Source: an optimization exercise on an open RTL-to-GDS flow (aim: small area and a short achievable clock period). Production flows keep margins and buffers that such runs may drop.
Where RTL was checked, it was by simulation tests only, not by an equivalence proof against the original.
The flow treats the clock pin as an ideal source, which a real chip does not have.
Power figures rest on the tool's default switching activity, not on a simulated workload.

// sync_fifo
module sync_fifo (
    input wire clk,
    input wire rst_n,
    input wire wr_en,
    input wire [31:0] data_in,
    output wire full,
    input wire rd_en,
    output wire [31:0] data_out,
    output wire empty
);
  reg [31:0] chain[0:14];  
  reg [31:0] head;         
  reg [15:0] pos;          
  reg ne_r;                
  reg ne_o;                
  reg full_o;              
  assign empty = ~ne_o;
  assign full = full_o;
  assign data_out = head;
  wire do_w = wr_en & ~pos[15];
  wire m_up = do_w & ne_r & ~rd_en;
  wire m_down = rd_en & ~pos[0] & ~do_w;
  wire [15:0] pos_next = m_up ? {pos[14:0], 1'b0} : m_down ? {1'b0, pos[15:1]} : pos;
  wire ne_next = ne_r ? ~(pos[0] & rd_en & ~wr_en) : wr_en;
  always_ff @(posedge clk or negedge rst_n) begin
    if (!rst_n) begin
      pos <= 16'd1;
      ne_r <= 1'b0;
      ne_o <= 1'b0;
      full_o <= 1'b0;
    end else begin
      pos <= pos_next;
      ne_r <= ne_next;
      ne_o <= ne_o ? ~(pos[0] & rd_en & ~wr_en) : wr_en;
      full_o <= full_o ? ~rd_en : (pos[14] & wr_en & ~rd_en);
    end
  end
  integer i;
  always_ff @(posedge clk) begin
    if (do_w) begin
      chain[0] <= data_in;
      for (i = 1; i < 15; i = i + 1) chain[i] <= chain[i-1];
    end
  end
  reg [31:0] next_head;
  always @* begin
    next_head = data_in & {32{pos[0]}};
    for (i = 0; i < 15; i = i + 1)
      next_head = next_head | (chain[i] & {32{pos[i+1]}});
  end
  always_ff @(posedge clk) begin
    if (~ne_r | rd_en) head <= next_head;
  end
endmodule
Size: about 930 cells after synthesis, roughly 530 flip-flops, roughly 19000 um2 of cells after synthesis.
==> module sync_fifo, before the edit <==
module sync_fifo (
    input wire clk,
    input wire rst_n,
    input wire wr_en,
    input wire [31:0] data_in,
    output wire full,
    input wire rd_en,
    output wire [31:0] data_out,
    output wire empty
);
  reg [31:0] chain[0:14];  
  reg [31:0] head;         
  reg [15:0] pos;          
  reg ne_r;                
  reg ne_o;                
  reg full_o;              
  assign empty = ~ne_o;
  assign full = full_o;
  assign data_out = head;
  wire do_w = wr_en & ~pos[15];
  wire m_up = do_w & ne_r & ~rd_en;
  wire m_down = rd_en & ~pos[0] & ~do_w;
  wire [15:0] pos_next = m_up ? {pos[14:0], 1'b0} : m_down ? {1'b0, pos[15:1]} : pos;
  wire ne_next = ne_r ? ~(pos[0] & rd_en & ~wr_en) : wr_en;
  always_ff @(posedge clk or negedge rst_n) begin
    if (!rst_n) begin
      pos <= 16'd1;
      ne_r <= 1'b0;
      ne_o <= 1'b0;
      full_o <= 1'b0;
    end else begin
      pos <= pos_next;
      ne_r <= ne_next;
      ne_o <= ne_o ? ~(pos[0] & rd_en & ~wr_en) : wr_en;
      full_o <= full_o ? ~rd_en : (pos[14] & wr_en & ~rd_en);
    end
  end
  integer i;
  always_ff @(posedge clk) begin
    if (do_w) begin
      chain[0] <= data_in;
      for (i = 1; i < 15; i = i + 1) chain[i] <= chain[i-1];
    end
  end
  reg [31:0] next_head;
  always @* begin
    next_head = data_in & {32{pos[0]}};
    for (i = 0; i < 15; i = i + 1)
      next_head = next_head | (chain[i] & {32{pos[i+1]}});
  end
  always_ff @(posedge clk) begin
    if (~ne_r | rd_en) head <= next_head;
  end
endmodule
export LEC_CHECK = 0
export CAP_MARGIN = 20
export CORE_MARGIN = 2
export CORE_UTILIZATION = 65
export CTS_CLUSTER_DIAMETER = 80
export CTS_CLUSTER_SIZE = 30
export PLACE_DENSITY = 0.75
export SETUP_SLACK_MARGIN = 2.3
export SLEW_MARGIN = 20
create_clock -name core_clock -period 4.2 [get_ports {clk}]
standard.sh (not shown) runs the stock make flow with config.mk's settings and CLKGATE_MAP_FILE= SYNTH_SCRIPT=/design/flow/synth_recipe.tcl, a recipe that flattens the netlist after the stock synthesis.
==> flow/flow/run.sh <==
#!/bin/bash
# Standard layout, with one change after clock tree synthesis: the root
# buffer of the clock tree is removed and the clock port drives the next
# level of clock buffers directly (flow/post_cts.tcl); and the port buffers
# are buf_2 cells, which the resizer can size, rather than delay cells.
set -e
cd "$(dirname "$0")/.."
cp standard.sh standard.sh.log.txt 2>/dev/null || true
export POST_CTS_TCL="$PWD/flow/post_cts.tcl"
export BUFFER_PORTS_ARGS="-buffer_cell sky130_fd_sc_hd__buf_2"
bash standard.sh > standard.log 2>&1
Other scripts of this flow, unchanged in this note and not shown: flow/flow/post_cts.tcl
Next try:
--- a/flow/design.v
+++ b/flow/design.v
@@ -49,6 +49,8 @@
       next_head = next_head | (chain[i] & {32{pos[i+1]}});
   end
+  wire take = ~ne_r | rd_en;
+  wire keep = ne_o & ~rd_en;
   always_ff @(posedge clk) begin
-    if (~ne_r | rd_en) head <= next_head;
+    head <= (next_head & {32{take}}) | (head & {32{keep}});
   end
 endmodule
The changed run passed the timing, DRC and antenna checks.
Cell area went up by 1.6%.
Synthesized area came out higher by 0.69%.
Clock power came out higher by about 4%.
Register-to-register slack is about the same.
Utilization rises by 0.91 points.
Wire length came out higher by 4.3%.
Global-route usage increases by 0.85 points.
Function not checked in the second run of this note: the RTL went through the layout flow alone.

---

sync_fifo with an RTL version that a note above also has.
Size: roughly 530 flip-flops, ~70 I/O pins, roughly 0.019 mm^2 of cells after synthesis.
==> module sync_fifo, before the edit <==
module sync_fifo (
    input wire clk,
    input wire rst_n,
    input wire wr_en,
    input wire [31:0] data_in,
    output wire full,
    input wire rd_en,
    output wire [31:0] data_out,
    output wire empty
);
  reg [31:0] chain[0:14];  
  reg [31:0] head;         
  reg [15:0] pos;          
  reg ne_r;                
  reg ne_o;                
  reg full_o;              
  assign empty = ~ne_o;
  assign full = full_o;
  assign data_out = head;
  wire do_w = wr_en & ~pos[15];
  wire m_up = do_w & ne_r & ~rd_en;
  wire m_down = rd_en & ~pos[0] & ~do_w;
  wire [15:0] pos_next = m_up ? {pos[14:0], 1'b0} : m_down ? {1'b0, pos[15:1]} : pos;
  wire ne_next = ne_r ? ~(pos[0] & rd_en & ~wr_en) : wr_en;
  always_ff @(posedge clk or negedge rst_n) begin
    if (!rst_n) begin
      pos <= 16'd1;
      ne_r <= 1'b0;
      ne_o <= 1'b0;
      full_o <= 1'b0;
    end else begin
      pos <= pos_next;
      ne_r <= ne_next;
      ne_o <= ne_o ? ~(pos[0] & rd_en & ~wr_en) : wr_en;
      full_o <= full_o ? ~rd_en : (pos[14] & wr_en & ~rd_en);
    end
  end
  integer i;
  always_ff @(posedge clk) begin
    if (do_w) begin
      chain[0] <= data_in;
      for (i = 1; i < 15; i = i + 1) chain[i] <= chain[i-1];
    end
  end
  reg [31:0] next_head;
  always @* begin
    next_head = data_in & {32{pos[0]}};
    for (i = 0; i < 15; i = i + 1)
      next_head = next_head | (chain[i] & {32{pos[i+1]}});
  end
  wire take = ~ne_r | rd_en;
  wire keep = ne_o & ~rd_en;
  always_ff @(posedge clk) begin
    head <= (next_head & {32{take}}) | (head & {32{keep}});
  end
endmodule
clock: 4.2 ns
lec_check: 0
cap_margin: 20
core_margin: 2
core_utilization: 65
cts_cluster_diameter: 80
cts_cluster_size: 30
place_density: 0.75
setup_slack_margin: 2.3
slew_margin: 20
tns_end_percent: 10
==> flow/flow/post_cts.tcl <==
set block [ord::get_db_block]
set root [$block findInst clkbuf_0_clk]
if {$root != "NULL"} {
  set in_net [[$root findITerm A] getNet]
  set out_net [[$root findITerm X] getNet]
  set sinks {}
  foreach it [$out_net getITerms] {
    if {[$it getInst] != $root} { lappend sinks $it }
  }
  if {[llength $sinks] <= 4} {
    foreach it $sinks { $it disconnect; $it connect $in_net }
    odb::dbInst_destroy $root
    odb::dbNet_destroy $out_net
    puts "post_cts: removed clkbuf_0_clk, clock port drives [llength $sinks] buffers"
    estimate_parasitics -placement
    repair_timing_helper
    detailed_placement
  }
}
Scripts as last shown in full above: flow/flow/run.sh
Next try:
--- a/flow/design.v
+++ b/flow/design.v
@@ -46,11 +46,9 @@
   always @* begin
     next_head = data_in & {32{pos[0]}};
     for (i = 0; i < 15; i = i + 1)
       next_head = next_head | (chain[i] & {32{pos[i+1]}});
   end
-  wire take = ~ne_r | rd_en;
-  wire keep = ne_o & ~rd_en;
   always_ff @(posedge clk) begin
-    head <= (next_head & {32{take}}) | (head & {32{keep}});
+    if (~ne_r | rd_en) head <= next_head;
   end
 endmodule
Result: Cell area shrinks slightly. Total power shrinks by well over a third. Worst hold slack stays flat. Die area shrinks slightly. Clock-buffer cell count shrinks by 5. Final cell count shrinks by a few percent. Routed wire length shrinks by a little under a tenth. Worst setup slack degrades by 44 ps. Area after synthesis shrinks slightly.
No functional check of the RTL was part of the first run of this note.

---

Another version of the RTL of sync_fifo (not shown whole).
Size: roughly 550 flip-flops, ~70 I/O pins, about 20000 sq um of cells after synthesis.
==> module sync_fifo, before the edit <==
module sync_fifo (
    input wire clk,
    input wire rst_n,
    input wire wr_en,
    input wire [31:0] data_in,
    output wire full,
    input wire rd_en,
    output wire [31:0] data_out,
    output wire empty
);
  reg [31:0] chain[0:14];  
  reg [31:0] head;         
  reg [15:0] pos;          
  reg [15:0] pos_b;        
  reg ne_r;                
  reg ne_o;                
  reg full_o;              
  assign empty = ~ne_o;
  assign full = full_o;
  assign data_out = head;
  wire do_w = wr_en & ~pos[15];
  wire m_up = do_w & ne_r & ~rd_en;
  wire m_down = rd_en & ~pos[0] & ~do_w;
  wire [15:0] pos_next = m_up ? {pos[14:0], 1'b0} : m_down ? {1'b0, pos[15:1]} : pos;
  wire ne_next = ne_r ? ~(pos[0] & rd_en & ~wr_en) : wr_en;
  always_ff @(posedge clk or negedge rst_n) begin
    if (!rst_n) begin
      pos <= 16'd1;
      pos_b <= 16'd1;
      ne_r <= 1'b0;
      ne_o <= 1'b0;
      full_o <= 1'b0;
    end else begin
      pos <= pos_next;
      ne_r <= ne_next;
      ne_o <= ne_o ? ~(pos[0] & rd_en & ~wr_en) : wr_en;
      if (m_up) pos_b <= {pos_b[14:0], 1'b0};
      else if (m_down) pos_b <= {1'b0, pos_b[15:1]};
      full_o <= full_o ? ~rd_en : (pos[14] & wr_en & ~rd_en);
    end
  end
  integer i;
  always_ff @(posedge clk) begin
    if (do_w) begin
      chain[0] <= data_in;
      for (i = 1; i < 15; i = i + 1) chain[i] <= chain[i-1];
    end
  end
  wire take = ~ne_r | rd_en;
  wire keep = ne_r & ~rd_en;
  reg [31:0] next_head;
  always @* begin
    next_head = (data_in & {32{pos_b[0] & take}}) | (head & {32{keep}});
    for (i = 0; i < 15; i = i + 1)
      next_head = next_head | (chain[i] & {32{pos_b[i+1] & take}});
  end
  always_ff @(posedge clk) begin
    head <= next_head;
  end
endmodule
clock: 4.2 ns
lec_check: 0
cap_margin: 20
core_margin: 2
core_utilization: 65
cts_cluster_diameter: 80
cts_cluster_size: 30
setup_slack_margin: 2.3
slew_margin: 20
Scripts as last shown in full above: flow/flow/run.sh, flow/flow/post_cts.tcl
Next try:
==> flow/design.v (replaced) <==
module sync_fifo (
    input wire clk,
    input wire rst_n,
    input wire wr_en,
    input wire [31:0] data_in,
    output wire full,
    input wire rd_en,
    output wire [31:0] data_out,
    output wire empty
);
  reg [31:0] chain[0:14];  
  reg [31:0] head;         
  reg [15:0] pos;          
  reg ne_r;                
  reg ne_o;                
  reg full_o;              
  assign empty = ~ne_o;
  assign full = full_o;
  assign data_out = head;
  wire do_w = wr_en & ~pos[15];
  wire m_up = do_w & ne_r & ~rd_en;
  wire m_down = rd_en & ~pos[0] & ~do_w;
  wire [15:0] pos_next = m_up ? {pos[14:0], 1'b0} : m_down ? {1'b0, pos[15:1]} : pos;
  wire ne_next = ne_r ? ~(pos[0] & rd_en & ~wr_en) : wr_en;
  always_ff @(posedge clk or negedge rst_n) begin
    if (!rst_n) begin
      pos <= 16'd1;
      ne_r <= 1'b0;
      ne_o <= 1'b0;
      full_o <= 1'b0;
    end else begin
      pos <= pos_next;
      ne_r <= ne_next;
      ne_o <= ne_o ? ~(pos[0] & rd_en & ~wr_en) : wr_en;
      full_o <= full_o ? ~rd_en : (pos[14] & wr_en & ~rd_en);
    end
  end
  integer i;
  always_ff @(posedge clk) begin
    if (do_w) begin
      chain[0] <= data_in;
      for (i = 1; i < 15; i = i + 1) chain[i] <= chain[i-1];
    end
  end
  reg [31:0] next_head;
  always @* begin
    next_head = data_in & {32{pos[0]}};
    for (i = 0; i < 15; i = i + 1)
      next_head = next_head | (chain[i] & {32{pos[i+1]}});
  end
  always_ff @(posedge clk) begin
    if (~ne_r | rd_en) head <= next_head;
  end
endmodule
Area after synthesis fell by 4.9%.
Worst setup slack loses 110 ps.
Design area drops by 5.6%.
Utilization goes down by 0.11 points.
Critical path depth stays the same.
Power fell by 4.2%.
Synthesized cell count shrinks by 15%.
Sequential share of layout area goes up by 3.9 points.
For the first run of this note, only the layout was checked, not whether the RTL still works.

-- static timing again, ports no longer ideal --
How much do the figures lean on ideal ports? The routed layouts below were timed once more, with nothing changed but the port constraints. Step 1 (the two cells are an assumption about what drives the block):
set clk [get_ports {clk}]
set_driving_cell -lib_cell sky130_fd_sc_hd__clkbuf_16 $clk
set_driving_cell -lib_cell sky130_fd_sc_hd__buf_2 [delete_from_list [all_inputs] $clk]
Step 2, shift: input delay + t, output delay - t, t = (earliest + latest rising clock arrival at the registers) / 2. This alone moves slack from input paths to output paths. Three values: no drivers, after step 1, after step 2; two values: the first two.
run | t (ns) | setup slack, ns | worst slew at a driven data input, ns
the first run of note 1 | 0.446 | 2.255 / 2.286 / 1.900 | 0.10
the second run of note 1 | 0.451 | 2.354 / 2.320 / 1.981 | 0.08
the first run of note 2 | 0.482 | 2.284 / 2.218 / 1.888 | 0.04
the second run of note 2 | 0.472 | 2.240 / 2.235 / 1.803 | 0.06
the first run of note 3 | 0.499 | 2.353 / 2.303 / 2.010 | 0.08
the second run of note 3 | 0.483 | 2.245 / 2.235 / 1.794 | 0.10
After both steps every run listed still meets setup and hold. For the second run of note 3, which loses most, drivers alone change the setup slack by -0.010 ns; drivers and shift together by -0.451 ns.
